From an optimization exercise on the open Yosys and OpenROAD flow, aimed at small area and a short achievable clock period; shortcuts taken in it are not production practice. Where RTL was checked, it was by simulation tests only, not by an equivalence proof against the original. Only the layout flow was run in run 1; the RTL was not checked for function there. Power figures rest on the tool's default switching activity, not on a simulated workload.

==> design.v <==
`timescale 1ns / 1ps
module filter(
    clock,
    reset,
    Data_In,
    Data_Out
    );
    input clock,
          reset;
    input  [7:0] Data_In;
    output [16:0] Data_Out;
    reg  [7:0] x1;
    reg  [7:0] x2;
    reg  [7:0] x3;
    reg  [7:0] x4;
    reg  [7:0] x5;
    reg  [7:0] x6;
    reg  [7:0] x7;
    reg  [7:0] x8;
    reg  [7:0] x9;
    reg  [7:0] x10;
    reg  [7:0] x11;
    reg  [7:0] x12;
    reg  [7:0] x13;
    reg  [7:0] x14;
    reg  [7:0] x15;
    reg  [7:0] x16;
    reg  [7:0] x17;
    reg  [7:0] x18;
    reg  [7:0] x19;
    reg  [7:0] x20;
    reg  [7:0] x21;
    reg  [7:0] x22;
    reg  [7:0] x23;
    reg  [7:0] x24;
    reg  [7:0] x25;
    reg  [7:0] x26;
    reg  [7:0] x27;
    reg  [7:0] x28;
    reg  [7:0] x29;
    reg  [7:0] x30;
    reg  [4:0] age;      
    reg  [16:0] S;       
    always @(posedge clock) begin
        x1 <= reset ? 8'd0 : Data_In;
        x2 <= x1;
        x3 <= x2;
        x4 <= x3;
        x5 <= x4;
        x6 <= x5;
        x7 <= x6;
        x8 <= x7;
        x9 <= (reset || age < 5'd8) ? 8'd0 : x8;
        x10 <= reset ? 8'd0 : x9;
        x11 <= reset ? 8'd0 : x10;
        x12 <= reset ? 8'd0 : x11;
        x13 <= reset ? 8'd0 : x12;
        x14 <= reset ? 8'd0 : x13;
        x15 <= reset ? 8'd0 : x14;
        x16 <= reset ? 8'd0 : x15;
        x17 <= reset ? 8'd0 : x16;
        x18 <= reset ? 8'd0 : x17;
        x19 <= reset ? 8'd0 : x18;
        x20 <= reset ? 8'd0 : x19;
        x21 <= x20;
        x22 <= x21;
        x23 <= x22;
        x24 <= x23;
        x25 <= x24;
        x26 <= x25;
        x27 <= x26;
        x28 <= (reset || age < 5'd27) ? 8'd0 : x27;
        x29 <= reset ? 8'd0 : x28;
        x30 <= reset ? 8'd0 : x29;
        if (reset) age <= 5'd0;
        else if (age != 5'd31) age <= age + 5'd1;
    end
    wire s1;
    wire c2;
    wire s4;
    wire c5;
    wire s7;
    wire c8;
    wire s10;
    wire c11;
    wire s13;
    wire c14;
    wire s16;
    wire c17;
    wire s19;
    wire c20;
    wire s22;
    wire c23;
    wire s25;
    wire c26;
    wire s28;
    wire c29;
    wire s31;
    wire c32;
    wire s34;
    wire c35;
    wire s37;
    wire c38;
    wire s40;
    wire c41;
    wire s43;
    wire c44;
    wire s46;
    wire c47;
    wire s49;
    wire c50;
    wire s52;
    wire c53;
    wire s55;
    wire c56;
    wire s58;
    wire c59;
    wire n61;
    wire n62;
    wire n63;
    wire n64;
    wire n65;
    wire s66;
    wire c67;
    wire s69;
    wire c70;
    wire s72;
    wire c73;
    wire s75;
    wire c76;
    wire n78;
    wire n79;
    wire n80;
    wire n81;
    wire n82;
    wire s83;
    wire c84;
    wire s86;
    wire c87;
    wire s89;
    wire c90;
    wire s92;
    wire c93;
    wire s95;
    wire c96;
    wire s98;
    wire c99;
    wire s101;
    wire c102;
    wire s104;
    wire c105;
    wire s107;
    wire c108;
    wire s110;
    wire c111;
    wire s113;
    wire c114;
    wire s116;
    wire c117;
    wire s119;
    wire c120;
    wire s122;
    wire c123;
    wire s125;
    wire c126;
    wire s128;
    wire c129;
    wire s131;
    wire c132;
    wire s134;
    wire c135;
    wire s137;
    wire c138;
    wire s140;
    wire c141;
    wire s143;
    wire c144;
    wire s146;
    wire c147;
    wire s149;
    wire c150;
    wire s152;
    wire c153;
    wire s155;
    wire c156;
    wire s158;
    wire c159;
    wire s161;
    wire c162;
    wire s164;
    wire c165;
    wire s167;
    wire c168;
    wire s170;
    wire c171;
    wire s173;
    wire c174;
    wire s176;
    wire c177;
    wire s179;
    wire c180;
    wire s182;
    wire c183;
    wire s185;
    wire c186;
    wire s188;
    wire c189;
    wire s191;
    wire c192;
    wire s194;
    wire c195;
    wire s197;
    wire c198;
    wire s200;
    wire c201;
    wire s203;
    wire c204;
    wire s206;
    wire c207;
    wire s209;
    wire c210;
    wire s212;
    wire c213;
    wire s215;
    wire c216;
    wire s218;
    wire c219;
    wire s221;
    wire c222;
    wire s224;
    wire c225;
    wire s227;
    wire c228;
    wire s230;
    wire c231;
    wire s233;
    wire c234;
    wire s236;
    wire c237;
    wire s239;
    wire c240;
    wire s242;
    wire c243;
    wire s245;
    wire c246;
    wire s248;
    wire c249;
    wire s251;
    wire c252;
    wire s254;
    wire c255;
    wire s257;
    wire c258;
    wire s260;
    wire c261;
    wire s263;
    wire c264;
    wire s266;
    wire c267;
    wire s269;
    wire c270;
    wire s272;
    wire c273;
    wire s275;
    wire c276;
    wire s278;
    wire c279;
    wire s281;
    wire c282;
    wire s284;
    wire c285;
    wire s287;
    wire c288;
    wire s290;
    wire c291;
    wire s293;
    wire c294;
    wire s296;
    wire c297;
    wire s299;
    wire c300;
    wire s302;
    wire c303;
    wire s305;
    wire c306;
    wire s308;
    wire c309;
    wire s311;
    wire c312;
    wire s314;
    wire c315;
    wire s317;
    wire c318;
    wire s320;
    wire c321;
    wire s323;
    wire c324;
    wire s326;
    wire c327;
    wire s329;
    wire c330;
    wire s332;
    wire c333;
    wire s335;
    wire c336;
    wire s338;
    wire c339;
    wire s341;
    wire c342;
    wire s344;
    wire c345;
    wire s347;
    wire c348;
    wire s350;
    wire c351;
    wire s353;
    wire c354;
    wire s356;
    wire c357;
    wire s359;
    wire c360;
    wire s362;
    wire c363;
    wire s365;
    wire c366;
    wire s368;
    wire c369;
    wire s371;
    wire c372;
    wire s374;
    wire c375;
    wire s377;
    wire c378;
    wire s380;
    wire c381;
    wire s383;
    wire c384;
    wire s386;
    wire c387;
    wire s389;
    wire c390;
    wire s392;
    wire c393;
    wire s395;
    wire c396;
    wire s398;
    wire c399;
    wire s401;
    wire c402;
    wire s404;
    wire c405;
    wire s407;
    wire c408;
    wire s410;
    wire c411;
    wire s413;
    wire c414;
    wire s416;
    wire c417;
    wire s419;
    wire c420;
    wire s422;
    wire c423;
    wire s425;
    wire c426;
    wire s428;
    wire c429;
    wire s431;
    wire c432;
    wire s434;
    wire c435;
    wire s437;
    wire c438;
    wire s440;
    wire c441;
    wire s443;
    wire c444;
    wire s446;
    wire c447;
    wire s449;
    wire c450;
    wire s452;
    wire c453;
    wire s455;
    wire c456;
    wire s458;
    wire c459;
    wire s461;
    wire c462;
    wire s464;
    wire c465;
    wire s467;
    wire c468;
    wire s470;
    wire c471;
    wire s473;
    wire c474;
    wire s476;
    wire c477;
    wire s479;
    wire c480;
    wire s482;
    wire c483;
    wire s485;
    wire c486;
    wire s488;
    wire c489;
    wire s491;
    wire c492;
    wire s494;
    wire c495;
    wire s497;
    wire c498;
    wire s500;
    wire c501;
    wire s503;
    wire c504;
    wire s506;
    wire c507;
    wire s509;
    wire c510;
    wire s512;
    wire c513;
    wire s515;
    wire c516;
    wire s518;
    wire c519;
    wire s521;
    wire c522;
    wire s524;
    wire c525;
    wire s527;
    wire c528;
    wire s530;
    wire c531;
    wire s533;
    wire c534;
    wire s536;
    wire c537;
    wire s539;
    wire c540;
    wire s542;
    wire c543;
    wire s545;
    wire c546;
    wire s548;
    wire c549;
    wire s551;
    wire c552;
    wire s554;
    wire c555;
    wire s557;
    wire c558;
    wire s560;
    wire c561;
    wire s563;
    wire c564;
    wire s566;
    wire c567;
    wire s569;
    wire c570;
    wire s572;
    wire c573;
    wire s575;
    wire c576;
    wire s578;
    wire c579;
    wire s581;
    wire c582;
    wire s584;
    wire c585;
    wire s587;
    wire c588;
    wire s590;
    wire c591;
    wire s593;
    wire c594;
    wire s596;
    wire c597;
    wire s599;
    wire c600;
    wire s602;
    wire c603;
    wire s605;
    wire c606;
    wire s608;
    wire c609;
    wire s611;
    wire c612;
    wire s614;
    wire c615;
    wire s617;
    wire c618;
    wire s620;
    wire c621;
    wire s623;
    wire c624;
    wire s626;
    wire c627;
    wire s629;
    wire c630;
    wire s632;
    wire c633;
    wire s635;
    wire c636;
    wire s638;
    wire c639;
    wire s641;
    wire c642;
    wire s644;
    wire c645;
    wire s647;
    wire c648;
    wire s650;
    wire c651;
    wire s653;
    wire c654;
    wire s656;
    wire c657;
    wire s659;
    wire c660;
    wire s662;
    wire c663;
    wire s665;
    wire c666;
    wire s668;
    wire c669;
    fir_ha u3 (.a(x10[0]), .b(x19[0]), .s(s1), .co(c2));
    fir_fa u6 (.a(x10[1]), .b(x19[1]), .c(c2), .s(s4), .co(c5));
    fir_fa u9 (.a(x10[2]), .b(x19[2]), .c(c5), .s(s7), .co(c8));
    fir_fa u12 (.a(x10[3]), .b(x19[3]), .c(c8), .s(s10), .co(c11));
    fir_ha u15 (.a(x10[4]), .b(x19[4]), .s(s13), .co(c14));
    fir_fa u18 (.a(x10[5]), .b(x19[5]), .c(c14), .s(s16), .co(c17));
    fir_fa u21 (.a(x10[6]), .b(x19[6]), .c(c17), .s(s19), .co(c20));
    fir_fa u24 (.a(x10[7]), .b(x19[7]), .c(c20), .s(s22), .co(c23));
    fir_ha u27 (.a(x11[0]), .b(x18[0]), .s(s25), .co(c26));
    fir_fa u30 (.a(x11[1]), .b(x18[1]), .c(c26), .s(s28), .co(c29));
    fir_fa u33 (.a(x11[2]), .b(x18[2]), .c(c29), .s(s31), .co(c32));
    fir_fa u36 (.a(x11[3]), .b(x18[3]), .c(c32), .s(s34), .co(c35));
    fir_ha u39 (.a(x11[4]), .b(x18[4]), .s(s37), .co(c38));
    fir_fa u42 (.a(x11[5]), .b(x18[5]), .c(c38), .s(s40), .co(c41));
    fir_fa u45 (.a(x11[6]), .b(x18[6]), .c(c41), .s(s43), .co(c44));
    fir_fa u48 (.a(x11[7]), .b(x18[7]), .c(c44), .s(s46), .co(c47));
    fir_ha u51 (.a(x12[0]), .b(x17[0]), .s(s49), .co(c50));
    fir_fa u54 (.a(x12[1]), .b(x17[1]), .c(c50), .s(s52), .co(c53));
    fir_fa u57 (.a(x12[2]), .b(x17[2]), .c(c53), .s(s55), .co(c56));
    fir_fa u60 (.a(x12[3]), .b(x17[3]), .c(c56), .s(s58), .co(c59));
    assign n61 = ~s49;
    assign n62 = ~s52;
    assign n63 = ~s55;
    assign n64 = ~s58;
    assign n65 = ~c59;
    fir_ha u68 (.a(x12[4]), .b(x17[4]), .s(s66), .co(c67));
    fir_fa u71 (.a(x12[5]), .b(x17[5]), .c(c67), .s(s69), .co(c70));
    fir_fa u74 (.a(x12[6]), .b(x17[6]), .c(c70), .s(s72), .co(c73));
    fir_fa u77 (.a(x12[7]), .b(x17[7]), .c(c73), .s(s75), .co(c76));
    assign n78 = ~s66;
    assign n79 = ~s69;
    assign n80 = ~s72;
    assign n81 = ~s75;
    assign n82 = ~c76;
    fir_ha u85 (.a(x13[0]), .b(x16[0]), .s(s83), .co(c84));
    fir_fa u88 (.a(x13[1]), .b(x16[1]), .c(c84), .s(s86), .co(c87));
    fir_fa u91 (.a(x13[2]), .b(x16[2]), .c(c87), .s(s89), .co(c90));
    fir_fa u94 (.a(x13[3]), .b(x16[3]), .c(c90), .s(s92), .co(c93));
    fir_ha u97 (.a(x13[4]), .b(x16[4]), .s(s95), .co(c96));
    fir_fa u100 (.a(x13[5]), .b(x16[5]), .c(c96), .s(s98), .co(c99));
    fir_fa u103 (.a(x13[6]), .b(x16[6]), .c(c99), .s(s101), .co(c102));
    fir_fa u106 (.a(x13[7]), .b(x16[7]), .c(c102), .s(s104), .co(c105));
    fir_ha u109 (.a(x14[0]), .b(x15[0]), .s(s107), .co(c108));
    fir_fa u112 (.a(x14[1]), .b(x15[1]), .c(c108), .s(s110), .co(c111));
    fir_fa u115 (.a(x14[2]), .b(x15[2]), .c(c111), .s(s113), .co(c114));
    fir_fa u118 (.a(x14[3]), .b(x15[3]), .c(c114), .s(s116), .co(c117));
    fir_ha u121 (.a(x14[4]), .b(x15[4]), .s(s119), .co(c120));
    fir_fa u124 (.a(x14[5]), .b(x15[5]), .c(c120), .s(s122), .co(c123));
    fir_fa u127 (.a(x14[6]), .b(x15[6]), .c(c123), .s(s125), .co(c126));
    fir_fa u130 (.a(x14[7]), .b(x15[7]), .c(c126), .s(s128), .co(c129));
    fir_fa u133 (.a(x1[0]), .b(x28[0]), .c(x30[0]), .s(s131), .co(c132));
    fir_fa u136 (.a(s25), .b(s83), .c(s107), .s(s134), .co(c135));
    fir_fa u139 (.a(1'b1), .b(x1[1]), .c(x28[1]), .s(s137), .co(c138));
    fir_fa u142 (.a(x29[0]), .b(x30[1]), .c(x30[0]), .s(s140), .co(c141));
    fir_fa u145 (.a(n61), .b(c132), .c(s137), .s(s143), .co(c144));
    fir_fa u148 (.a(s140), .b(s28), .c(s86), .s(s146), .co(c147));
    fir_fa u151 (.a(s110), .b(c135), .c(s143), .s(s149), .co(c150));
    fir_fa u154 (.a(s146), .b(s149), .c(Data_In[0]), .s(s152), .co(c153));
    fir_fa u157 (.a(x1[2]), .b(x9[0]), .c(x20[0]), .s(s155), .co(c156));
    fir_fa u160 (.a(x28[2]), .b(x29[1]), .c(x30[2]), .s(s158), .co(c159));
    fir_fa u163 (.a(x30[1]), .b(s1), .c(s25), .s(s161), .co(c162));
    fir_fa u166 (.a(s83), .b(c138), .c(c141), .s(s164), .co(c165));
    fir_fa u169 (.a(s155), .b(s158), .c(s161), .s(s167), .co(c168));
    fir_fa u172 (.a(n62), .b(c144), .c(s164), .s(s170), .co(c171));
    fir_fa u175 (.a(c147), .b(s31), .c(s89), .s(s173), .co(c174));
    fir_fa u178 (.a(s113), .b(s167), .c(c150), .s(s176), .co(c177));
    fir_fa u181 (.a(s170), .b(s173), .c(s176), .s(s179), .co(c180));
    fir_fa u184 (.a(s179), .b(Data_In[1]), .c(c153), .s(s182), .co(c183));
    fir_fa u187 (.a(x1[3]), .b(x9[1]), .c(x20[1]), .s(s185), .co(c186));
    fir_fa u190 (.a(x28[3]), .b(x29[2]), .c(x30[3]), .s(s188), .co(c189));
    fir_fa u193 (.a(x30[2]), .b(s1), .c(s107), .s(s191), .co(c192));
    fir_fa u196 (.a(c156), .b(c159), .c(s185), .s(s194), .co(c195));
    fir_fa u199 (.a(s188), .b(s4), .c(s28), .s(s197), .co(c198));
    fir_fa u202 (.a(s86), .b(c162), .c(s191), .s(s200), .co(c201));
    fir_fa u205 (.a(c165), .b(s194), .c(s197), .s(s203), .co(c204));
    fir_fa u208 (.a(c168), .b(s200), .c(n63), .s(s206), .co(c207));
    fir_fa u211 (.a(c171), .b(s34), .c(s92), .s(s209), .co(c210));
    fir_fa u214 (.a(s116), .b(c174), .c(s203), .s(s212), .co(c213));
    fir_fa u217 (.a(s206), .b(c177), .c(s209), .s(s215), .co(c216));
    fir_fa u220 (.a(s212), .b(c180), .c(s215), .s(s218), .co(c219));
    fir_fa u223 (.a(Data_In[2]), .b(s218), .c(c183), .s(s221), .co(c222));
    fir_fa u226 (.a(x1[4]), .b(x9[2]), .c(x20[2]), .s(s224), .co(c225));
    fir_fa u229 (.a(x28[4]), .b(x29[3]), .c(x30[4]), .s(s227), .co(c228));
    fir_fa u232 (.a(x30[3]), .b(s25), .c(s37), .s(s230), .co(c231));
    fir_fa u235 (.a(s95), .b(s119), .c(c186), .s(s233), .co(c234));
    fir_fa u238 (.a(c189), .b(s224), .c(s227), .s(s236), .co(c237));
    fir_fa u241 (.a(s4), .b(s110), .c(c192), .s(s239), .co(c240));
    fir_fa u244 (.a(s230), .b(c195), .c(s233), .s(s242), .co(c243));
    fir_fa u247 (.a(s236), .b(c198), .c(s7), .s(s245), .co(c246));
    fir_fa u250 (.a(s31), .b(s89), .c(s239), .s(s248), .co(c249));
    fir_fa u253 (.a(c201), .b(s242), .c(c35), .s(s251), .co(c252));
    fir_fa u256 (.a(c93), .b(c117), .c(c204), .s(s254), .co(c255));
    fir_fa u259 (.a(s245), .b(n64), .c(s248), .s(s257), .co(c258));
    fir_fa u262 (.a(c207), .b(c210), .c(s251), .s(s260), .co(c261));
    fir_fa u265 (.a(c213), .b(s254), .c(s257), .s(s263), .co(c264));
    fir_fa u268 (.a(c216), .b(s260), .c(Data_In[3]), .s(s266), .co(c267));
    fir_fa u271 (.a(s263), .b(c219), .c(s266), .s(s269), .co(c270));
    fir_fa u274 (.a(1'b1), .b(x1[5]), .c(x9[3]), .s(s272), .co(c273));
    fir_fa u277 (.a(x20[3]), .b(x28[5]), .c(x29[4]), .s(s275), .co(c276));
    fir_fa u280 (.a(x30[5]), .b(x30[4]), .c(s49), .s(s278), .co(c279));
    fir_fa u283 (.a(s83), .b(s107), .c(n78), .s(s281), .co(c282));
    fir_fa u286 (.a(c225), .b(c228), .c(s272), .s(s284), .co(c285));
    fir_fa u289 (.a(s275), .b(s28), .c(s40), .s(s287), .co(c288));
    fir_fa u292 (.a(s98), .b(s122), .c(c231), .s(s290), .co(c291));
    fir_fa u295 (.a(s278), .b(c234), .c(c237), .s(s293), .co(c294));
    fir_fa u298 (.a(s281), .b(s284), .c(c240), .s(s296), .co(c297));
    fir_fa u301 (.a(s7), .b(s113), .c(s287), .s(s299), .co(c300));
    fir_fa u304 (.a(s290), .b(c243), .c(s293), .s(s302), .co(c303));
    fir_fa u307 (.a(s10), .b(s34), .c(s92), .s(s305), .co(c306));
    fir_fa u310 (.a(c246), .b(s296), .c(n65), .s(s308), .co(c309));
    fir_fa u313 (.a(c249), .b(s299), .c(s302), .s(s311), .co(c312));
    fir_fa u316 (.a(c252), .b(c255), .c(s305), .s(s314), .co(c315));
    fir_fa u319 (.a(c258), .b(s308), .c(s311), .s(s317), .co(c318));
    fir_fa u322 (.a(c261), .b(s314), .c(Data_In[4]), .s(s320), .co(c321));
    fir_fa u325 (.a(c264), .b(s317), .c(c267), .s(s323), .co(c324));
    fir_fa u328 (.a(s320), .b(c270), .c(s323), .s(s326), .co(c327));
    fir_fa u331 (.a(1'b1), .b(x1[6]), .c(x9[4]), .s(s329), .co(c330));
    fir_fa u334 (.a(x20[4]), .b(x28[6]), .c(x29[5]), .s(s332), .co(c333));
    fir_fa u337 (.a(x30[6]), .b(x30[5]), .c(s13), .s(s335), .co(c336));
    fir_fa u340 (.a(s37), .b(s95), .c(c273), .s(s338), .co(c339));
    fir_fa u343 (.a(c276), .b(s329), .c(s332), .s(s341), .co(c342));
    fir_fa u346 (.a(s52), .b(s86), .c(s110), .s(s344), .co(c345));
    fir_fa u349 (.a(c279), .b(s335), .c(n79), .s(s347), .co(c348));
    fir_fa u352 (.a(c282), .b(c285), .c(s338), .s(s350), .co(c351));
    fir_fa u355 (.a(s341), .b(c288), .c(c291), .s(s353), .co(c354));
    fir_fa u358 (.a(s31), .b(s43), .c(s101), .s(s356), .co(c357));
    fir_fa u361 (.a(s125), .b(s344), .c(s347), .s(s359), .co(c360));
    fir_fa u364 (.a(c294), .b(s350), .c(c11), .s(s362), .co(c363));
    fir_fa u367 (.a(c35), .b(c93), .c(c297), .s(s365), .co(c366));
    fir_fa u370 (.a(s10), .b(s116), .c(s353), .s(s368), .co(c369));
    fir_fa u373 (.a(c300), .b(s356), .c(c303), .s(s371), .co(c372));
    fir_fa u376 (.a(s359), .b(c306), .c(s362), .s(s374), .co(c375));
    fir_fa u379 (.a(c309), .b(s365), .c(s368), .s(s377), .co(c378));
    fir_fa u382 (.a(c312), .b(s371), .c(c315), .s(s380), .co(c381));
    fir_fa u385 (.a(s374), .b(Data_In[5]), .c(s377), .s(s383), .co(c384));
    fir_fa u388 (.a(c318), .b(s380), .c(c321), .s(s386), .co(c387));
    fir_fa u391 (.a(s383), .b(c324), .c(s386), .s(s389), .co(c390));
    fir_fa u394 (.a(1'b1), .b(x1[7]), .c(x9[5]), .s(s392), .co(c393));
    fir_fa u397 (.a(x20[5]), .b(x28[7]), .c(x29[6]), .s(s395), .co(c396));
    fir_fa u400 (.a(x30[7]), .b(x30[6]), .c(s13), .s(s398), .co(c399));
    fir_fa u403 (.a(s119), .b(c330), .c(c333), .s(s401), .co(c402));
    fir_fa u406 (.a(s392), .b(s395), .c(s16), .s(s404), .co(c405));
    fir_fa u409 (.a(s40), .b(s98), .c(c336), .s(s407), .co(c408));
    fir_fa u412 (.a(s398), .b(c339), .c(c342), .s(s410), .co(c411));
    fir_fa u415 (.a(s401), .b(c345), .c(s55), .s(s413), .co(c414));
    fir_fa u418 (.a(s89), .b(s113), .c(s404), .s(s416), .co(c417));
    fir_fa u421 (.a(s407), .b(c348), .c(n80), .s(s419), .co(c420));
    fir_fa u424 (.a(c351), .b(s410), .c(c11), .s(s422), .co(c423));
    fir_fa u427 (.a(c117), .b(c354), .c(s34), .s(s425), .co(c426));
    fir_fa u430 (.a(s46), .b(s104), .c(s128), .s(s428), .co(c429));
    fir_fa u433 (.a(c357), .b(s413), .c(s416), .s(s431), .co(c432));
    fir_fa u436 (.a(c360), .b(s419), .c(c363), .s(s434), .co(c435));
    fir_fa u439 (.a(c366), .b(s422), .c(c369), .s(s437), .co(c438));
    fir_fa u442 (.a(s425), .b(s428), .c(s431), .s(s440), .co(c441));
    fir_fa u445 (.a(c372), .b(c375), .c(s434), .s(s443), .co(c444));
    fir_fa u448 (.a(c378), .b(s437), .c(Data_In[6]), .s(s446), .co(c447));
    fir_fa u451 (.a(s440), .b(c381), .c(s443), .s(s449), .co(c450));
    fir_fa u454 (.a(c384), .b(s446), .c(s449), .s(s452), .co(c453));
    fir_fa u457 (.a(c387), .b(s452), .c(c390), .s(s455), .co(c456));
    fir_fa u460 (.a(1'b1), .b(x9[6]), .c(x20[6]), .s(s458), .co(c459));
    fir_fa u463 (.a(x29[7]), .b(x30[7]), .c(s37), .s(s461), .co(c462));
    fir_fa u466 (.a(c393), .b(c396), .c(s458), .s(s464), .co(c465));
    fir_fa u469 (.a(s16), .b(s122), .c(c399), .s(s467), .co(c468));
    fir_fa u472 (.a(s461), .b(c402), .c(s464), .s(s470), .co(c471));
    fir_fa u475 (.a(c405), .b(c408), .c(s19), .s(s473), .co(c474));
    fir_fa u478 (.a(s43), .b(s101), .c(s467), .s(s476), .co(c477));
    fir_fa u481 (.a(c411), .b(s470), .c(c35), .s(s479), .co(c480));
    fir_fa u484 (.a(c47), .b(c105), .c(c129), .s(s482), .co(c483));
    fir_fa u487 (.a(s58), .b(s92), .c(s116), .s(s485), .co(c486));
    fir_fa u490 (.a(c414), .b(c417), .c(s473), .s(s488), .co(c489));
    fir_fa u493 (.a(n81), .b(s476), .c(c420), .s(s491), .co(c492));
    fir_fa u496 (.a(c423), .b(c426), .c(c429), .s(s494), .co(c495));
    fir_fa u499 (.a(s479), .b(s482), .c(s485), .s(s497), .co(c498));
    fir_fa u502 (.a(c432), .b(s488), .c(s491), .s(s500), .co(c501));
    fir_fa u505 (.a(c435), .b(c438), .c(s494), .s(s503), .co(c504));
    fir_fa u508 (.a(s497), .b(Data_In[7]), .c(c441), .s(s506), .co(c507));
    fir_fa u511 (.a(s500), .b(c444), .c(s503), .s(s509), .co(c510));
    fir_fa u514 (.a(c447), .b(s506), .c(c450), .s(s512), .co(c513));
    fir_fa u517 (.a(s509), .b(s512), .c(c453), .s(s515), .co(c516));
    fir_fa u520 (.a(1'b1), .b(x9[7]), .c(x20[7]), .s(s518), .co(c519));
    fir_fa u523 (.a(s66), .b(s95), .c(s119), .s(s521), .co(c522));
    fir_fa u526 (.a(c459), .b(s518), .c(s40), .s(s524), .co(c525));
    fir_fa u529 (.a(c462), .b(s521), .c(c465), .s(s527), .co(c528));
    fir_fa u532 (.a(c468), .b(s19), .c(s125), .s(s530), .co(c531));
    fir_fa u535 (.a(s524), .b(c471), .c(s527), .s(s533), .co(c534));
    fir_fa u538 (.a(c59), .b(c93), .c(c117), .s(s536), .co(c537));
    fir_fa u541 (.a(s22), .b(s46), .c(s104), .s(s539), .co(c540));
    fir_fa u544 (.a(c474), .b(n82), .c(c477), .s(s542), .co(c543));
    fir_fa u547 (.a(s530), .b(s533), .c(c480), .s(s545), .co(c546));
    fir_fa u550 (.a(c483), .b(c486), .c(s536), .s(s548), .co(c549));
    fir_fa u553 (.a(c489), .b(s539), .c(c492), .s(s551), .co(c552));
    fir_fa u556 (.a(s542), .b(c495), .c(s545), .s(s554), .co(c555));
    fir_fa u559 (.a(c498), .b(s548), .c(c501), .s(s557), .co(c558));
    fir_fa u562 (.a(s551), .b(c504), .c(s554), .s(s560), .co(c561));
    fir_fa u565 (.a(c507), .b(s557), .c(c510), .s(s563), .co(c564));
    fir_fa u568 (.a(s560), .b(c513), .c(s563), .s(s566), .co(c567));
    fir_fa u571 (.a(c519), .b(s69), .c(s98), .s(s569), .co(c570));
    fir_fa u574 (.a(s122), .b(c522), .c(c525), .s(s572), .co(c573));
    fir_fa u577 (.a(s43), .b(s569), .c(c528), .s(s575), .co(c576));
    fir_fa u580 (.a(c23), .b(c47), .c(c105), .s(s578), .co(c579));
    fir_fa u583 (.a(s22), .b(s128), .c(c531), .s(s581), .co(c582));
    fir_fa u586 (.a(s572), .b(c534), .c(s575), .s(s584), .co(c585));
    fir_fa u589 (.a(c537), .b(c540), .c(s578), .s(s587), .co(c588));
    fir_fa u592 (.a(c543), .b(s581), .c(s584), .s(s590), .co(c591));
    fir_fa u595 (.a(c546), .b(c549), .c(s587), .s(s593), .co(c594));
    fir_fa u598 (.a(c552), .b(s590), .c(c555), .s(s596), .co(c597));
    fir_fa u601 (.a(s593), .b(c558), .c(c561), .s(s599), .co(c600));
    fir_fa u604 (.a(s596), .b(s599), .c(c564), .s(s602), .co(c603));
    fir_fa u607 (.a(1'b1), .b(c570), .c(s72), .s(s605), .co(c606));
    fir_fa u610 (.a(s101), .b(s125), .c(c23), .s(s608), .co(c609));
    fir_fa u613 (.a(c129), .b(c573), .c(s46), .s(s611), .co(c612));
    fir_fa u616 (.a(s605), .b(c576), .c(c579), .s(s614), .co(c615));
    fir_fa u619 (.a(c582), .b(s608), .c(s611), .s(s617), .co(c618));
    fir_fa u622 (.a(c585), .b(c588), .c(s614), .s(s620), .co(c621));
    fir_fa u625 (.a(s617), .b(c591), .c(c594), .s(s623), .co(c624));
    fir_fa u628 (.a(s620), .b(c597), .c(s623), .s(s626), .co(c627));
    fir_fa u631 (.a(c600), .b(s626), .c(c603), .s(s629), .co(c630));
    fir_fa u634 (.a(1'b1), .b(c47), .c(s75), .s(s632), .co(c633));
    fir_fa u637 (.a(s104), .b(s128), .c(c606), .s(s635), .co(c636));
    fir_fa u640 (.a(c609), .b(c612), .c(s632), .s(s638), .co(c639));
    fir_fa u643 (.a(s635), .b(c615), .c(c618), .s(s641), .co(c642));
    fir_fa u646 (.a(s638), .b(c621), .c(s641), .s(s644), .co(c645));
    fir_fa u649 (.a(c624), .b(s644), .c(c627), .s(s647), .co(c648));
    fir_fa u652 (.a(1'b1), .b(c76), .c(c105), .s(s650), .co(c651));
    fir_fa u655 (.a(c129), .b(c633), .c(c636), .s(s653), .co(c654));
    fir_fa u658 (.a(s650), .b(c639), .c(s653), .s(s656), .co(c657));
    fir_fa u661 (.a(c642), .b(s656), .c(c645), .s(s659), .co(c660));
    fir_fa u664 (.a(1'b1), .b(c651), .c(c654), .s(s662), .co(c663));
    fir_fa u667 (.a(c657), .b(s662), .c(c660), .s(s665), .co(c666));
    fir_fa u670 (.a(1'b1), .b(c663), .c(c666), .s(s668), .co(c669));
    wire [16:0] rowA = {1'b1, s668, s665, c648, c630, s629, c567, c516, c456, s455, c327, s326, c222, s221, s182, s152, s131};
    wire [16:0] rowB = {c669, 1'b0, 1'b0, s659, s647, 1'b0, s602, s566, s515, 1'b0, s389, 1'b0, s269, 1'b0, 1'b0, 1'b0, s134};
    wire [16:0] S_next = rowA + rowB;
    always @(posedge clock) begin
        if (reset) S <= 17'd0;
        else       S <= S_next;
    end
    wire [9:0] oa, ob;
    assign oa[0] = S[0] ^ Data_In[0];
    assign ob[0] = 1'b0;
    assign ob[1] = S[0] & Data_In[0];
    genvar gi;
    generate for (gi = 1; gi < 8; gi = gi + 1) begin : csa
        assign oa[gi] = S[gi] ^ Data_In[gi] ^ Data_In[gi-1];
        assign ob[gi+1] = (S[gi] & Data_In[gi]) | (S[gi] & Data_In[gi-1]) | (Data_In[gi] & Data_In[gi-1]);
    end endgenerate
    assign oa[8] = S[8] ^ Data_In[7];
    assign oa[9] = S[9];
    assign ob[9] = S[8] & Data_In[7];
    wire [9:0] g = oa & ob;
    wire [9:0] p = oa ^ ob;
    wire G0_2 = g[2] | (p[2] & g[1]);
    wire P0_2 = p[2] & p[1];
    wire G0_4 = g[4] | (p[4] & g[3]);
    wire P0_4 = p[4] & p[3];
    wire G0_6 = g[6] | (p[6] & g[5]);
    wire P0_6 = p[6] & p[5];
    wire G0_8 = g[8] | (p[8] & g[7]);
    wire P0_8 = p[8] & p[7];
    wire G1_3 = g[3] | (p[3] & G0_2);
    wire P1_3 = p[3] & P0_2;
    wire G1_4 = G0_4 | (P0_4 & G0_2);
    wire P1_4 = P0_4 & P0_2;
    wire G1_7 = g[7] | (p[7] & G0_6);
    wire P1_7 = p[7] & P0_6;
    wire G1_8 = G0_8 | (P0_8 & G0_6);
    wire P1_8 = P0_8 & P0_6;
    wire G2_5 = g[5] | (p[5] & G1_4);
    wire P2_5 = p[5] & P1_4;
    wire G2_6 = G0_6 | (P0_6 & G1_4);
    wire P2_6 = P0_6 & P1_4;
    wire G2_7 = G1_7 | (P1_7 & G1_4);
    wire P2_7 = P1_7 & P1_4;
    wire G2_8 = G1_8 | (P1_8 & G1_4);
    wire P2_8 = P1_8 & P1_4;
    wire G3_9 = g[9] | (p[9] & G2_8);
    wire P3_9 = p[9] & P2_8;
    wire [10:0] cy;   
    assign cy[1:0] = 2'b00;
    assign cy[2] = g[1];
    assign cy[3] = G0_2;
    assign cy[4] = G1_3;
    assign cy[5] = G1_4;
    assign cy[6] = G2_5;
    assign cy[7] = G2_6;
    assign cy[8] = G2_7;
    assign cy[9] = G2_8;
    assign cy[10] = G3_9;
    assign Data_Out[0] = oa[0];
    assign Data_Out[9:1] = p[9:1] ^ cy[9:1];
    wire [6:0] hi_inc = S[16:10] + 7'd1;
    assign Data_Out[16:10] = cy[10] ? hi_inc : S[16:10];
endmodule
module fir_fa(input a, input b, input c, output s, output co);
    assign s = a ^ b ^ c;
    assign co = (a & b) | (a & c) | (b & c);
endmodule
module fir_ha(input a, input b, output s, output co);
    assign s = a ^ b;
    assign co = a & b;
endmodule
==> run.sh <==
#!/bin/bash
# synth_recipe.tcl (not shown) runs the flow's synth.tcl, then flattens the netlist and writes it again
# the make line also repeats each setting of config.mk as NAME=value (left out here)
make -C /OpenROAD-flow-scripts/flow DESIGN_CONFIG=/design/flow/config.mk WORK_HOME=/design/flow/orfs CLKGATE_MAP_FILE= SYNTH_SCRIPT=/design/flow/synth_recipe.tcl finish
==> config.mk <==
export PLATFORM = sky130hd
export DESIGN_NAME = filter
export DESIGN_NICKNAME = filter
export VERILOG_FILES = /design/flow/design.v
export SDC_FILE = /design/flow/constraint.sdc
export NUM_CORES = 4
export LEC_CHECK = 0
export CAP_MARGIN = 20
export CORE_MARGIN = 2
export CORE_UTILIZATION = 40
export CTS_BUF_LIST = sky130_fd_sc_hd__clkbuf_4
export SETUP_SLACK_MARGIN = 5
export SLEW_MARGIN = 20
export SYNTH_HIERARCHICAL = 1
==> constraint.sdc <==
create_clock -name core_clock -period 12.5 [get_ports {clock}]
set_input_delay 2.5000 -clock core_clock [delete_from_list [all_inputs] [get_ports {clock}]]
set_output_delay 2.5000 -clock core_clock [all_outputs]
set_load 0.01 [all_outputs]
==> reports/metrics.yaml, run 1 <==
power:
  seqPwrFrac: 0.448
  ir_worst_vdd_v: 0.00007743
  p_sw_frac: 0.2744
  combPwrFrac: 0.184
  intPower_mw: 1.418
  power_leakage_nw: 6.127
  p_total_mw: 1.955
  power.clock.fraction: 0.368
  switchingPower_mw: 0.5364
  pwr_density_cell_nw_per_um2: 145.9
routing:
  vias_per_cell: 4.375
  vias: 5827
  drt_iter0_drc: 255
  antenna_left: 0
  drc: 0
  wl_um: 20660
  first_pass_iters: 4
  drt-wirelength-per-cell_um: 15.51
worst_setup_path:
  reg2regPathDepth: 17
  end_kind: "output port"
  critPathMaxFanout: 4
  path_class: "primary input to output port"
  start_kind: "primary input"
  ff2ff_setup_slack_ns: 6.04
  required_ns: 10.00
  arrival_ns: 5.46
floorplanning:
  rows: 62
  start_util: 0.4083
  dieArea_um2: 30840
  pin_count: 27
  coreArea_um2: 28860
  die_y_um: 175.6
  die_width_um: 175.6
synth:
  ys_ff_latch: 262
  yosysSeqAreaShare: 0.4452
  avgSynthCellArea_um2: 14.69
  synthesis.area_um2: 11780
  async_reset_ff_frac: 0
  synth_cells: 802
  synth_warnings: 7
  synth_edf_count: 0
  synthFlopType: "dfxtp_1"
  synth_cell_types: 41
grt:
  track_usage: 0.1478
  grt_max_degree: 79
  grt_first_pass_wirelength_um: 34740
  overflow: 0
  grt_pass1_vias: 6666
  antenna_found_initial: 2
placement:
  numPortBuffers: 26
  gp_congestion: 0.7753
  hpwl_um: 15940
job:
  cap_violations: 0
cts:
  cts-htree-levels: 3
  clkLatencyLatePin_ns: 0.66
  numCtsBuffers: 66
  cts_root_buf: "clkbuf_4"
  clk_pin_slew_ns: 0.07
  cts.sinks: 262
  hold_buffers: 0
  clock_path_buffers: 3
  tritoncts: "built"
finish:
  nets: 1157
  layout-drive-gt1-share: 0.1522
  fillerInstances: 2646
  syn_to_final_growth_pct: 13.73
  top_register: "S"
  largest_reg_flops: 17
timing:
  hold_viol_final: 0
  setup_tns_ns: 0
  clock.fmax_mhz: 125.7
  drv_slew: 0
  worstMarginPinSlew_ns: 0.8491
  finalClockSkew_ns: 0.05910
  slew_headroom: 0.4339
  min_period_ns: 7.958
  rsz0062_at_grt: "true"
  finalCritPeriodShare: 0.6366
  setup_viol: 0
run_status:
  status: "timing/DRC/antenna clean"
min_path:
  hp-class: "flop to flop"
  hold_depth: 0
per-stage QoR:
stage	setup WS [ns]	util	instances	area [um2]	hold slack, ns
after CTS	4.532	0.4639	1330	13390	0.3108
after global routing	4.400	0.4642	1331	13400	0.3170
after floorplan	4.935	-	812	11850	0.3096
after global placement	3.628	0.4342	1207	12530	0.3100
after detailed placement	3.620	0.4342	1207	12530	0.3121
final	4.542	0.4643	1332	13400	0.3035
layer usage:
layer,global-route usage,part of all wire,wire length [um]
met4,0.05234,0.018,375
met1,0.2078,0.46,9560
met5,0,0,0
met3,0.03853,0.048,990
met2,0.2224,0.47,9738
cell families after synthesis:
group,Yosys count,share of synthesized area
AO/OA/AOI/OAI,33,0.02029
flip-flops,262,0.4452
other,1,0.0003183
XOR/XNOR,22,0.01635
adder cells (fa/ha/maj),252,0.4085
AND/OR/NAND/NOR,188,0.09293
buffers and inverters,40,0.01285
multiplexers,4,0.003611
cells in the mapped netlist (2+ instances only):
cell type,number,area (um2)
a21o_1,2,15.01
a21oi_1,10,50.05
a31oi_1,4,25.02
and2_1,17,106.4
and3_1,2,12.51
clkbuf_1,15,56.30
dfxtp_1,262,5245
fa_1,221,4424
ha_1,31,387.9
inv_1,24,90.09
mux2_2,2,22.52
mux2i_1,2,20.02
nand2_1,9,33.78
nand2b_1,2,12.51
nand3_1,5,25.02
nand4_1,6,37.54
nor2_1,25,93.84
nor2b_1,115,719.4
o21ai_0,5,25.02
or3_1,2,12.51
xnor2_1,12,105.1
xor2_1,10,87.58
power by group through the flow:
stage	Sequential (mW)	Combinational [mW]	Clock, mW
finish	0.876	0.359	0.719
global route	0.879	0.406	0.801
CTS	0.877	0.362	0.752
detailed placement	0.895	0.364	0
global placement	0.896	0.358	0
floorplan	0.890	0.244	0
Yosys stat by module, one instance, submodules excluded:
| module | cells | flip-flops and latches | area, um2 | copies in the design |
|---|---|---|---|---|
| fir_ha | 1 | 0 | 12.51 | 10 |
| fir_fa | 1 | 0 | 20.02 | 210 |
| filter | 582 | 262 | 7452 | 1 |
cells in the final DEF (no fill, tap or decap), types with 9 or more instances in the layout:
cell type	n
conb_1	11
nor2b_1	115
nor2_1	25
clkbuf_4	98
xor2_1	10
dfxtp_1	262
ha_1	29
buf_2	10
clkinv_1	13
a21oi_1	9
xnor2_1	10
fa_1	219
inv_1	23
and2_1	17
worst max-delay path: stages:
cell	delay [ns]
buf_8	0.10
fa_1	0.47
ha_2	0.19
fa_2	0.35
a21o_1	0.18
a22o_1	0.21
o31a_1	0.28
o21ai_1	0.14
nand2b_1	0.10
fa_2	0.40
and3_4	0.17
nand4_1	0.11
xnor2_2	0.12
buf_2	0.14
layout make-up:
class | instances | area, um2 | share of cell area
flip-flops and latches | 262 | 5245 | 0.3914
diodes | 2 | 5.005 | 0.0003735
well taps | 384 | 480.5 | 0.03586
inverters | 24 | 90.09 | 0.006723
clock inverters | 21 | 123.9 | 0.009245
clock buffers | 98 | 735.7 | 0.05491
repair buffers | 31 | 250.2 | 0.01868
multi-input cells | 510 | 6469 | 0.4828
final timing paths:
check	from	endpoint
max	Data_In[0]	Data_Out[16]
min	x7[0]	x8[0]
max reg2reg	x11[0]	S[16]
min reg2reg	x7[0]	x8[0]
what timing repair did:
action	4_1_cts	5_1_grt
buffers inserted	4	0
pin swaps	9	5
setup endpoints to repair	14	10
gates resized for setup	62	7
==> inputs of run 2 (changes only) <==
--- a/design.v
+++ b/design.v
@@ -762,49 +762,94 @@
         if (reset) S <= 17'd0;
         else       S <= S_next;
     end
-    wire [9:0] oa, ob;
-    assign oa[0] = S[0] ^ Data_In[0];
-    assign ob[0] = 1'b0;
-    assign ob[1] = S[0] & Data_In[0];
-    genvar gi;
-    generate for (gi = 1; gi < 8; gi = gi + 1) begin : csa
-        assign oa[gi] = S[gi] ^ Data_In[gi] ^ Data_In[gi-1];
-        assign ob[gi+1] = (S[gi] & Data_In[gi]) | (S[gi] & Data_In[gi-1]) | (Data_In[gi] & Data_In[gi-1]);
-    end endgenerate
-    assign oa[8] = S[8] ^ Data_In[7];
+    wire [9:0] oa, ob, og, op;
+    wire [7:1] oe;
+    fir_xor2 u_a0 (.a(S[0]), .b(Data_In[0]), .y(oa[0]));
+    fir_and2 u_b1 (.a(S[0]), .b(Data_In[0]), .y(ob[1]));
+    fir_xor2 u_e1 (.a(Data_In[1]), .b(Data_In[0]), .y(oe[1]));
+    fir_xor2 u_a1 (.a(S[1]), .b(oe[1]), .y(oa[1]));
+    fir_maj3 u_b2 (.a(S[1]), .b(Data_In[1]), .c(Data_In[0]), .y(ob[2]));
+    fir_xor2 u_e2 (.a(Data_In[2]), .b(Data_In[1]), .y(oe[2]));
+    fir_xor2 u_a2 (.a(S[2]), .b(oe[2]), .y(oa[2]));
+    fir_maj3 u_b3 (.a(S[2]), .b(Data_In[2]), .c(Data_In[1]), .y(ob[3]));
+    fir_xor2 u_e3 (.a(Data_In[3]), .b(Data_In[2]), .y(oe[3]));
+    fir_xor2 u_a3 (.a(S[3]), .b(oe[3]), .y(oa[3]));
+    fir_maj3 u_b4 (.a(S[3]), .b(Data_In[3]), .c(Data_In[2]), .y(ob[4]));
+    fir_xor2 u_e4 (.a(Data_In[4]), .b(Data_In[3]), .y(oe[4]));
+    fir_xor2 u_a4 (.a(S[4]), .b(oe[4]), .y(oa[4]));
+    fir_maj3 u_b5 (.a(S[4]), .b(Data_In[4]), .c(Data_In[3]), .y(ob[5]));
+    fir_xor2 u_e5 (.a(Data_In[5]), .b(Data_In[4]), .y(oe[5]));
+    fir_xor2 u_a5 (.a(S[5]), .b(oe[5]), .y(oa[5]));
+    fir_maj3 u_b6 (.a(S[5]), .b(Data_In[5]), .c(Data_In[4]), .y(ob[6]));
+    fir_xor2 u_e6 (.a(Data_In[6]), .b(Data_In[5]), .y(oe[6]));
+    fir_xor2 u_a6 (.a(S[6]), .b(oe[6]), .y(oa[6]));
+    fir_maj3 u_b7 (.a(S[6]), .b(Data_In[6]), .c(Data_In[5]), .y(ob[7]));
+    fir_xor2 u_e7 (.a(Data_In[7]), .b(Data_In[6]), .y(oe[7]));
+    fir_xor2 u_a7 (.a(S[7]), .b(oe[7]), .y(oa[7]));
+    fir_maj3 u_b8 (.a(S[7]), .b(Data_In[7]), .c(Data_In[6]), .y(ob[8]));
+    fir_xor2 u_a8 (.a(S[8]), .b(Data_In[7]), .y(oa[8]));
+    fir_and2 u_b9 (.a(S[8]), .b(Data_In[7]), .y(ob[9]));
     assign oa[9] = S[9];
-    assign ob[9] = S[8] & Data_In[7];
-    wire [9:0] g = oa & ob;
-    wire [9:0] p = oa ^ ob;
-    wire G0_2 = g[2] | (p[2] & g[1]);
-    wire P0_2 = p[2] & p[1];
-    wire G0_4 = g[4] | (p[4] & g[3]);
-    wire P0_4 = p[4] & p[3];
-    wire G0_6 = g[6] | (p[6] & g[5]);
-    wire P0_6 = p[6] & p[5];
-    wire G0_8 = g[8] | (p[8] & g[7]);
-    wire P0_8 = p[8] & p[7];
-    wire G1_3 = g[3] | (p[3] & G0_2);
-    wire P1_3 = p[3] & P0_2;
-    wire G1_4 = G0_4 | (P0_4 & G0_2);
-    wire P1_4 = P0_4 & P0_2;
-    wire G1_7 = g[7] | (p[7] & G0_6);
-    wire P1_7 = p[7] & P0_6;
-    wire G1_8 = G0_8 | (P0_8 & G0_6);
-    wire P1_8 = P0_8 & P0_6;
-    wire G2_5 = g[5] | (p[5] & G1_4);
-    wire P2_5 = p[5] & P1_4;
-    wire G2_6 = G0_6 | (P0_6 & G1_4);
-    wire P2_6 = P0_6 & P1_4;
-    wire G2_7 = G1_7 | (P1_7 & G1_4);
-    wire P2_7 = P1_7 & P1_4;
-    wire G2_8 = G1_8 | (P1_8 & G1_4);
-    wire P2_8 = P1_8 & P1_4;
-    wire G3_9 = g[9] | (p[9] & G2_8);
-    wire P3_9 = p[9] & P2_8;
-    wire [10:0] cy;   
-    assign cy[1:0] = 2'b00;
-    assign cy[2] = g[1];
+    assign ob[0] = 1'b0;
+    assign og[0] = 1'b0;
+    assign op[0] = 1'b0;
+    fir_and2 u_g1 (.a(oa[1]), .b(ob[1]), .y(og[1]));
+    fir_xor2 u_p1 (.a(oa[1]), .b(ob[1]), .y(op[1]));
+    fir_and2 u_g2 (.a(oa[2]), .b(ob[2]), .y(og[2]));
+    fir_xor2 u_p2 (.a(oa[2]), .b(ob[2]), .y(op[2]));
+    fir_and2 u_g3 (.a(oa[3]), .b(ob[3]), .y(og[3]));
+    fir_xor2 u_p3 (.a(oa[3]), .b(ob[3]), .y(op[3]));
+    fir_and2 u_g4 (.a(oa[4]), .b(ob[4]), .y(og[4]));
+    fir_xor2 u_p4 (.a(oa[4]), .b(ob[4]), .y(op[4]));
+    fir_and2 u_g5 (.a(oa[5]), .b(ob[5]), .y(og[5]));
+    fir_xor2 u_p5 (.a(oa[5]), .b(ob[5]), .y(op[5]));
+    fir_and2 u_g6 (.a(oa[6]), .b(ob[6]), .y(og[6]));
+    fir_xor2 u_p6 (.a(oa[6]), .b(ob[6]), .y(op[6]));
+    fir_and2 u_g7 (.a(oa[7]), .b(ob[7]), .y(og[7]));
+    fir_xor2 u_p7 (.a(oa[7]), .b(ob[7]), .y(op[7]));
+    fir_and2 u_g8 (.a(oa[8]), .b(ob[8]), .y(og[8]));
+    fir_xor2 u_p8 (.a(oa[8]), .b(ob[8]), .y(op[8]));
+    fir_and2 u_g9 (.a(oa[9]), .b(ob[9]), .y(og[9]));
+    fir_xor2 u_p9 (.a(oa[9]), .b(ob[9]), .y(op[9]));
+    wire G0_2;
+    fir_ao21 u_G0_2 (.a(og[2]), .b(op[2]), .c(og[1]), .y(G0_2));
+    wire G0_4;
+    fir_ao21 u_G0_4 (.a(og[4]), .b(op[4]), .c(og[3]), .y(G0_4));
+    wire P0_4;
+    fir_and2 u_P0_4 (.a(op[4]), .b(op[3]), .y(P0_4));
+    wire G0_6;
+    fir_ao21 u_G0_6 (.a(og[6]), .b(op[6]), .c(og[5]), .y(G0_6));
+    wire P0_6;
+    fir_and2 u_P0_6 (.a(op[6]), .b(op[5]), .y(P0_6));
+    wire G0_8;
+    fir_ao21 u_G0_8 (.a(og[8]), .b(op[8]), .c(og[7]), .y(G0_8));
+    wire P0_8;
+    fir_and2 u_P0_8 (.a(op[8]), .b(op[7]), .y(P0_8));
+    wire G1_3;
+    fir_ao21 u_G1_3 (.a(og[3]), .b(op[3]), .c(G0_2), .y(G1_3));
+    wire G1_4;
+    fir_ao21 u_G1_4 (.a(G0_4), .b(P0_4), .c(G0_2), .y(G1_4));
+    wire G1_7;
+    fir_ao21 u_G1_7 (.a(og[7]), .b(op[7]), .c(G0_6), .y(G1_7));
+    wire P1_7;
+    fir_and2 u_P1_7 (.a(op[7]), .b(P0_6), .y(P1_7));
+    wire G1_8;
+    fir_ao21 u_G1_8 (.a(G0_8), .b(P0_8), .c(G0_6), .y(G1_8));
+    wire P1_8;
+    fir_and2 u_P1_8 (.a(P0_8), .b(P0_6), .y(P1_8));
+    wire G2_5;
+    fir_ao21 u_G2_5 (.a(og[5]), .b(op[5]), .c(G1_4), .y(G2_5));
+    wire G2_6;
+    fir_ao21 u_G2_6 (.a(G0_6), .b(P0_6), .c(G1_4), .y(G2_6));
+    wire G2_7;
+    fir_ao21 u_G2_7 (.a(G1_7), .b(P1_7), .c(G1_4), .y(G2_7));
+    wire G2_8;
+    fir_ao21 u_G2_8 (.a(G1_8), .b(P1_8), .c(G1_4), .y(G2_8));
+    wire G3_9;
+    fir_ao21 u_G3_9 (.a(og[9]), .b(op[9]), .c(G2_8), .y(G3_9));
+    wire [10:1] cy;   
+    assign cy[1] = 1'b0;
+    assign cy[2] = og[1];
     assign cy[3] = G0_2;
     assign cy[4] = G1_3;
     assign cy[5] = G1_4;
@@ -814,9 +859,38 @@
     assign cy[9] = G2_8;
     assign cy[10] = G3_9;
     assign Data_Out[0] = oa[0];
-    assign Data_Out[9:1] = p[9:1] ^ cy[9:1];
+    assign Data_Out[1] = op[1];
+    fir_xor2 u_y2 (.a(op[2]), .b(cy[2]), .y(Data_Out[2]));
+    fir_xor2 u_y3 (.a(op[3]), .b(cy[3]), .y(Data_Out[3]));
+    fir_xor2 u_y4 (.a(op[4]), .b(cy[4]), .y(Data_Out[4]));
+    fir_xor2 u_y5 (.a(op[5]), .b(cy[5]), .y(Data_Out[5]));
+    fir_xor2 u_y6 (.a(op[6]), .b(cy[6]), .y(Data_Out[6]));
+    fir_xor2 u_y7 (.a(op[7]), .b(cy[7]), .y(Data_Out[7]));
+    fir_xor2 u_y8 (.a(op[8]), .b(cy[8]), .y(Data_Out[8]));
+    fir_xor2 u_y9 (.a(op[9]), .b(cy[9]), .y(Data_Out[9]));
     wire [6:0] hi_inc = S[16:10] + 7'd1;
-    assign Data_Out[16:10] = cy[10] ? hi_inc : S[16:10];
+    fir_mux2 u_y10 (.a(S[10]), .b(hi_inc[0]), .s(cy[10]), .y(Data_Out[10]));
+    fir_mux2 u_y11 (.a(S[11]), .b(hi_inc[1]), .s(cy[10]), .y(Data_Out[11]));
+    fir_mux2 u_y12 (.a(S[12]), .b(hi_inc[2]), .s(cy[10]), .y(Data_Out[12]));
+    fir_mux2 u_y13 (.a(S[13]), .b(hi_inc[3]), .s(cy[10]), .y(Data_Out[13]));
+    fir_mux2 u_y14 (.a(S[14]), .b(hi_inc[4]), .s(cy[10]), .y(Data_Out[14]));
+    fir_mux2 u_y15 (.a(S[15]), .b(hi_inc[5]), .s(cy[10]), .y(Data_Out[15]));
+    fir_mux2 u_y16 (.a(S[16]), .b(hi_inc[6]), .s(cy[10]), .y(Data_Out[16]));
+endmodule
+module fir_xor2(input a, input b, output y);
+    assign y = a ^ b;
+endmodule
+module fir_and2(input a, input b, output y);
+    assign y = a & b;
+endmodule
+module fir_maj3(input a, input b, input c, output y);
+    assign y = (a & b) | (a & c) | (b & c);
+endmodule
+module fir_ao21(input a, input b, input c, output y);
+    assign y = a | (b & c);
+endmodule
+module fir_mux2(input a, input b, input s, output y);
+    assign y = s ? b : a;
 endmodule
 module fir_fa(input a, input b, input c, output s, output co);
     assign s = a ^ b ^ c;
==> flow/run.sh (new file) <==
#!/bin/bash
# The standard layout (standard.sh), except that the port buffers are
# sky130_fd_sc_hd__buf_2 cells instead of the flow's default choice of buffer.
# standard.sh's output goes to standard.log; ORFS's own logs are under orfs/logs.
set -euo pipefail
export BUFFER_PORTS_ARGS="-buffer_cell sky130_fd_sc_hd__buf_2"
bash standard.sh > standard.log 2>&1
==> standard.sh (new file) <==
#!/bin/bash
# synth_recipe.tcl (not shown) runs the flow's synth.tcl, then flattens the netlist and writes it again
# the make line also repeats each setting of config.mk as NAME=value (left out here)
make -C /OpenROAD-flow-scripts/flow DESIGN_CONFIG=/design/flow/config.mk WORK_HOME=/design/flow/orfs CLKGATE_MAP_FILE= SYNTH_SCRIPT=/design/flow/synth_recipe.tcl "${@:-finish}"
--- a/config.mk
+++ b/config.mk
@@ -5,10 +5,13 @@
 export SDC_FILE = /design/flow/constraint.sdc
 export NUM_CORES = 4
 export LEC_CHECK = 0
+export ABC_CLOCK_PERIOD_IN_PS = 3000
 export CAP_MARGIN = 20
 export CORE_MARGIN = 2
 export CORE_UTILIZATION = 40
-export CTS_BUF_LIST = sky130_fd_sc_hd__clkbuf_4
+export CTS_BUF_LIST = sky130_fd_sc_hd__clkbuf_8
+export CTS_CLUSTER_DIAMETER = 60
+export CTS_CLUSTER_SIZE = 14
 export SETUP_SLACK_MARGIN = 5
 export SLEW_MARGIN = 20
 export SYNTH_HIERARCHICAL = 1
removed: run.sh
==> run 2 against run 1 <==
  * Core utilization is 2.7 points lower
  * Largest power group unchanged
  * Worst setup slack better by 0.77 ns
  * Combinational power is 2% lower
  * Sequential cell count stayed put
  * Die area is 1.6% higher
  * Cell count is 4.7% lower
  * Fmax is 11% higher
==> reports/metrics.yaml, run 2 <==
cts:
  cts.sinks: 262  # unchanged
  clkLatencyLatePin_ns: 0.55  # -0.11 ns
  clock_path_buffers: 3  # unchanged
  numCtsBuffers: 23  # -65%
  postCtsSetupBuffers: 0  # -4
  cts-htree-levels: 1  # -2
  hold_buffers: 0  # unchanged
  cts_root_buf: "clkbuf_8"
  clk_pin_slew_ns: 0.09  # +0.02 ns
  ctsResizeCount: 0  # -100%
  tritoncts: "built"
finish:
  syn_to_final_growth_pct: 8.012
  fillerInstances: 2709  # +2.4%
  top_register: "S"
  nets: 1118  # -3.4%
  final_cell_mix: "dfxtp_1, fa_1, nor2b_1, xor2_1, and2_1"
  final_core_util: 0.4377  # -0.02664
  diodes: 0  # -2
  stdcell_count: 1270  # -4.7%
  mostFrequentLayoutCell: "dfxtp_1"
  largest_reg_flops: 17  # unchanged
  finalInstanceArea_um2: 12940  # -3.4%
  layout-drive-gt1-share: 0.08864  # -0.06358
timing:
  worstMarginPinSlew_ns: 0.9300  # +0.08089 ns
  drv_slew: 0  # unchanged
  finalClockSkew_ns: 0.01675  # -0.04236 ns
  whs_ns: 0.3213  # +0.01778 ns
  rsz0062_at_grt: "false"
  hold_viol_final: 0  # unchanged
  finalCritPeriodShare: 0.5748  # -0.06184
  min_period_ns: 7.185  # -0.7730 ns
  setup_ws_ns: 5.315  # +0.7730 ns
  clock.fmax_mhz: 139.2  # +11%
  slew_headroom: 0.3752  # -0.05870
  setup_viol: 0  # unchanged
  setup_tns_ns: 0  # unchanged
synth:
  synth_top_area_share: 0.4379  # -0.007301
  yosysSeqAreaShare: 0.4379  # -0.007301
  synthesis.area_um2: 11980  # +1.7%
  synth_warnings: 7  # unchanged
  synth_top_cell_by_area: "dfxtp_1"
  yosys-top-cells-area: "dfxtp_1, fa_1, nor2b_1"
  avgSynthCellArea_um2: 14.41  # -1.9%
  synth_cells: 831  # +3.6%
  yosysMostFrequentCell: "dfxtp_1"
  synth_cell_types: 41  # unchanged
  synthFlopType: "dfxtp_1"
  ys_ff_latch: 262  # unchanged
  synth_common_cells: "dfxtp_1, fa_1, nor2b_1"
  synth_edf_count: 0  # unchanged
  async_reset_ff_frac: 0  # unchanged
run_status:
  status: "timing/DRC/antenna clean"
power:
  ir_worst_vdd_v: 0.00007966  # +2.9%
  pwr_density_cell_nw_per_um2: 129.4  # -11%
  p_total_mw: 1.674  # -14%
  power_leakage_nw: 5.929  # -3.2%
floorplanning:
  die_y_um: 177.0  # +0.81%
  start_util: 0.4052  # -0.003049
  pin_count: 27  # unchanged
  die_width_um: 177.0  # +0.81%
  dieArea_um2: 31340  # +1.6%
  rows: 63  # +1.6%
  coreArea_um2: 29560  # +2.4%
placement:
  pre_cts_ws_ns: 5.162  # +1.541 ns
  hpwl_um: 15650  # -1.8%
  gp_congestion: 0.8127  # +4.8%
  numPortBuffers: 26  # unchanged
  postPlaceCellArea_um2: 12570  # +0.33%
  placed_cells: 1241  # +2.8%
worst_setup_path:
  reg2reg_to: "S[16]"
  cpLargestDelayFamily: "compound AO/OA/AOI/OAI gates"
  r2r-start: "x18[0]"
  reg2regPathDepth: 17  # unchanged
  crit_buf_inv: 2  # unchanged
  critPathMaxStageDelay_ns: 0.32  # -0.15 ns
  start_kind: "primary input"
  path_class: "primary input to output port"
  critPathMaxFanout: 7  # +3
  ff2ff_setup_slack_ns: 5.94  # -0.10 ns
  cp_cell_sequence: "buf_2 > xor2_1 > xor2_1 > xor2_1 > a21o_1 > a21o_1 > a21o_1 > a21o_2 > mux2_4 > buf_2"
  cpMaxStageDelayCell: "mux2_4"
  required_ns: 10.00  # about the same
  arrival_ns: 4.68  # -0.78 ns
  end_kind: "output port"
min_path:
  hold_start: "x26[7]"
  hold_depth: 0  # unchanged
  hp-class: "flop to flop"
  holdPathEnd: "x27[7]"
grt:
  grt_max_degree: 75  # -5.1%
  overflow: 0  # unchanged
  grt_pass1_vias: 6203  # -6.9%
  antenna_found_initial: 0  # -2
  track_usage: 0.1382  # -0.009550
  grt_first_pass_wirelength_um: 33250  # -4.3%
routing:
  drt_iter0_drc: 223  # -13%
  first_pass_iters: 4  # unchanged
  wl_um: 19830  # -4.0%
  vias_per_cell: 4.414  # +0.90%
  vias: 5606  # -3.8%
  drt-wirelength-per-cell_um: 15.61  # +0.65%
  antenna_left: 0  # unchanged
  drc: 0  # unchanged
job:
  cap_violations: 0  # unchanged
-- run 2: cell types whose count changed after synthesis, sizes merged, moves of 6 or more --
cell   before  now
a21o        2   15
maj3        0    7
and2       17   32
xor2       10   43
fa        221  210
ha         31   22
inv        24   12
a21oi      11    5
mux2        2   10
-- run 2: worst max path at each step --
stage	cells past startpoint	from	to	slack [ns]
after floorplan	8	Data_In[1]	Data_Out[10]	5.76
after detailed placement	10	Data_In[1]	Data_Out[12]	5.16
final	10	Data_In[1]	Data_Out[13]	5.32
after global placement	10	Data_In[1]	Data_Out[11]	5.25
after CTS	10	Data_In[1]	Data_Out[12]	5.16
after global routing	10	Data_In[1]	Data_Out[16]	5.07
-- run 2: final cells by class --
| type | count | area (um2) | share of cell area |
|---|---|---|---|
| Multi-Input combinational cell | 550 | 6655 | 0.5144 |
| Sequential cell | 262 | 5245 | 0.4054 |
| Tap cell | 390 | 488.0 | 0.03772 |
| Clock buffer | 24 | 330.3 | 0.02553 |
| Timing Repair Buffer | 27 | 140.1 | 0.01083 |
| Inverter | 12 | 45.04 | 0.003482 |
| Clock inverter | 5 | 33.78 | 0.002611 |
-- run 2: Yosys stat by module, one instance, submodules excluded, a selection --
module | flops+latches | cells | cell area (um2)
filter | 262 | 535 | 6978
fir_ha | 0 | 1 | 12.51
fir_mux2 | 0 | 1 | 15.01
fir_and2 | 0 | 1 | 6.256
fir_maj3 | 0 | 1 | 11.26
fir_fa | 0 | 1 | 20.02
fir_ao21 | 0 | 1 | 7.507
-- run 2: metal layers --
| layer | vias to the layer above | wire, um | track usage | share of wire |
|---|---|---|---|---|
| met5 | - | 0 | 0 | 0 |
| li1 | 2673 | - | - | - |
| met1 | 2852 | 9782 | 0.2052 | 0.49 |
| met4 | 0 | 417 | 0.03512 | 0.021 |
| met3 | 28 | 650 | 0.02405 | 0.033 |
| met2 | 53 | 8979 | 0.2098 | 0.45 |
-- run 2: logic make-up after synthesis --
kind of cell / synth area share
multiplexers: 0.01442
AND/OR/NAND/NOR: 0.09955
XOR/XNOR: 0.03729
buffers and inverters: 0.009714
flip-flops: 0.4379
AO/OA/AOI/OAI: 0.02027
adder cells (fa/ha/maj): 0.3805
other: 0.0003131
-- run 2: report_power, final --
group	internal, mW	switching [mW]	total (mW)
Clock	0.176	0.269	0.445
Combinational	0.166	0.186	0.352
Sequential	0.860	0.0171	0.877
Total	1.20	0.472	1.67
==> inputs of run 3 (changes only) <==
==> flow/run.sh (replaced) <==
#!/bin/bash
# The standard layout (standard.sh), except that the port buffers are
# sky130_fd_sc_hd__buf_2 cells instead of the flow's default choice of buffer,
# and timing repair aims for more setup slack than config.mk may ask for.
# standard.sh's output goes to standard.log; ORFS's own logs are under orfs/logs.
set -euo pipefail
export SETUP_SLACK_MARGIN=5.8
export BUFFER_PORTS_ARGS="-buffer_cell sky130_fd_sc_hd__buf_2"
bash standard.sh > standard.log 2>&1
--- a/config.mk
+++ b/config.mk
@@ -12,6 +12,5 @@
 export CTS_BUF_LIST = sky130_fd_sc_hd__clkbuf_8
 export CTS_CLUSTER_DIAMETER = 60
 export CTS_CLUSTER_SIZE = 14
-export SETUP_SLACK_MARGIN = 5
 export SLEW_MARGIN = 20
 export SYNTH_HIERARCHICAL = 1
==> run 3 against run 2 <==
  * Via count is 2.4% higher
  * Sequential power hardly changed
  * Clock skew is 0.0018 ns higher
==> reports/metrics.yaml, run 3 <==
power:
  pwr_density_cell_nw_per_um2: 133.8  # +3.4%
  power.clock.fraction: 0.270  # +0.005
  combPwrFrac: 0.239  # +0.029
  ir_worst_vdd_v: 0.00008224  # +3.2%
  seqPwrFrac: 0.491  # -0.033
  switchingPower_mw: 0.4945  # +4.8%
  intPower_mw: 1.295  # +7.7%
synth:
  synth_top_cell_by_area: "dfxtp_1"
  yosysMostFrequentCell: "dfxtp_1"
  async_reset_ff_frac: 0  # unchanged
  synthFlopType: "dfxtp_1"
  synth_top_area_share: 0.4379  # unchanged
  yosys-top-cells-area: "dfxtp_1, fa_1, nor2b_1"
  avgSynthCellArea_um2: 14.41  # unchanged
  yosysSeqAreaShare: 0.4379  # unchanged
timing:
  finalCritPeriodShare: 0.5541  # -0.02065
  whs_ns: 0.3266  # +0.005290 ns
  slew_headroom: 0.4130  # +0.03773
  hold_viol_final: 0  # unchanged
  drv_slew: 0  # unchanged
  clock.fmax_mhz: 144.4  # +3.7%
  setup_ws_ns: 5.573  # +0.2581 ns
  finalClockSkew_ns: 0.01850  # +0.001755 ns
  setup_tns_ns: 0  # unchanged
  setup_viol: 0  # unchanged
floorplanning:
  start_util: 0.4052  # unchanged
  pin_count: 27  # unchanged
  die_y_um: 177.0  # unchanged
  die_width_um: 177.0  # unchanged
min_path:
  hold_depth: 0  # unchanged
  hp-class: "flop to flop"
  hold_start: "x26[3]"
worst_setup_path:
  critPathMaxFanout: 7  # unchanged
  end_kind: "output port"
  arrival_ns: 4.43  # -0.25 ns
  reg2regPathDepth: 16  # -1
  ff2ff_setup_slack_ns: 6.09  # +0.15 ns
  cpMaxStageDelayCell: "mux2_4"
  r2r-start: "x11[0]"
cts:
  cts.sinks: 262  # unchanged
  clkLatencyLatePin_ns: 0.54  # about the same
  tritoncts: "built"
  cts-htree-levels: 1  # unchanged
  hold_buffers: 0  # unchanged
  clock_path_buffers: 3  # unchanged
  numCtsBuffers: 24  # +4.3%
finish:
  stdcell_count: 1291  # +1.7%
  final_cell_mix: "dfxtp_1, fa_1, nor2b_1, xor2_1, and2_1"
  nets: 1138  # +1.8%
  top_register: "S"
  mostFrequentLayoutCell: "dfxtp_1"
  syn_to_final_growth_pct: 11.63
placement:
  placed_cells: 1241  # unchanged
  pre_cts_ws_ns: 5.278  # +0.1166 ns
  postPlaceCellArea_um2: 12570  # about the same
  gp_congestion: 0.8084  # -0.53%
  hpwl_um: 15970  # +2.0%
run_status:
  status: "timing/DRC/antenna clean"
grt:
  track_usage: 0.1411  # +0.002903
  grt_pass1_vias: 6320  # +1.9%
  grt_max_degree: 82  # +9.3%
  antenna_found_initial: 0  # unchanged
  grt_first_pass_wirelength_um: 34070  # +2.5%
routing:
  vias: 5740  # +2.4%
  drt_iter0_drc: 230  # +3.1%
  drt-wirelength-per-cell_um: 15.78  # +1.0%
  antenna_left: 0  # unchanged
  first_pass_iters: 4  # unchanged
  wl_um: 20370  # +2.7%
  drc: 0  # unchanged
  vias_per_cell: 4.446  # +0.72%
-- run 3: cell counts after synthesis --
Identical to the previous run, type by type.
-- run 3: kinds of logic after synthesis --
logic type | count (synthesis) | synth area share
compound gates | 33 | 0.02027
simple gates | 203 | 0.09955
mux | 13 | 0.01442
flops | 262 | 0.4379
fa+ha+maj | 239 | 0.3805
xor+xnor | 51 | 0.03729
other cells | 1 | 0.0003131
buf+inv | 29 | 0.009714
-- run 3: power by group through the flow --
stage	registers, mW	logic, mW	clock network (mW)
after floorplan	0.892	0.272	0
after global placement	0.898	0.349	0
after detailed placement	0.897	0.356	0
after CTS	0.878	0.400	0.502
after global routing	0.883	0.475	0.536
final	0.878	0.428	0.483
-- run 3: metal layers --
| metal | up-vias | GRT usage | share of wire |
|---|---|---|---|
| met5 | - | 0 | 0 |
| met4 | 0 | 0.03168 | 0.018 |
| met3 | 27 | 0.02169 | 0.025 |
| met2 | 49 | 0.2189 | 0.47 |
| met1 | 2960 | 0.2090 | 0.48 |
| li1 | 2704 | - | - |
-- run 3: worst max-delay path: cells and delay by family --
family | cells | cell delay (ns)
AO/OA/AOI/OAI | 4 | 0.85
XOR/XNOR | 3 | 0.54
buffers and inverters | 2 | 0.24
multiplexers | 1 | 0.31
-- run 3: Yosys stat by module, one instance, submodules excluded --
module    flip-flops and latches  times used
fir_ao21                       0          13
fir_xor2                       0          33
fir_mux2                       0           7
fir_ha                         0          10
filter                       262           1
fir_fa                         0         210
fir_and2                       0          16
fir_maj3                       0           7
-- run 3: worst max path at each step --
stage                              end  depth (start not counted)
after floorplan           Data_Out[10]                          7
after global placement    Data_Out[11]                         10
after detailed placement  Data_Out[12]                         10
after CTS                 Data_Out[12]                         10
after global routing      Data_Out[11]                         10
final                     Data_Out[11]                         10
-- run 3: area by class of cell --
cell class                 count  area (um2)  share of cell area
multi-input combinational    550        6754              0.5051
sequential                   262        5245              0.3923
tap                          390       488.0             0.03650
timing repair buffer          46       415.4             0.03107
clock buffer                  26       357.8             0.02676
clock inverter                 5       65.06            0.004866
inverter                      12       45.04            0.003369
-- run 3: what timing repair did --
| action | in CTS | in global routing |
|---|---|---|
| setup endpoints to repair | 11 | 13 |
| pin swaps | 19 | 20 |
| setup buffers | 11 | 8 |
| resized for setup | 24 | 26 |
| endpoints found under the hold margin | 0 | 0 |

Setup slack of run 3, layout unchanged: 5.573 ns with ideal ports, 5.527 ns with driving cells assumed (clock clkbuf_16, inputs buf_2), 5.527 ns with port delays also shifted by the 0.574 ns mid clock arrival.
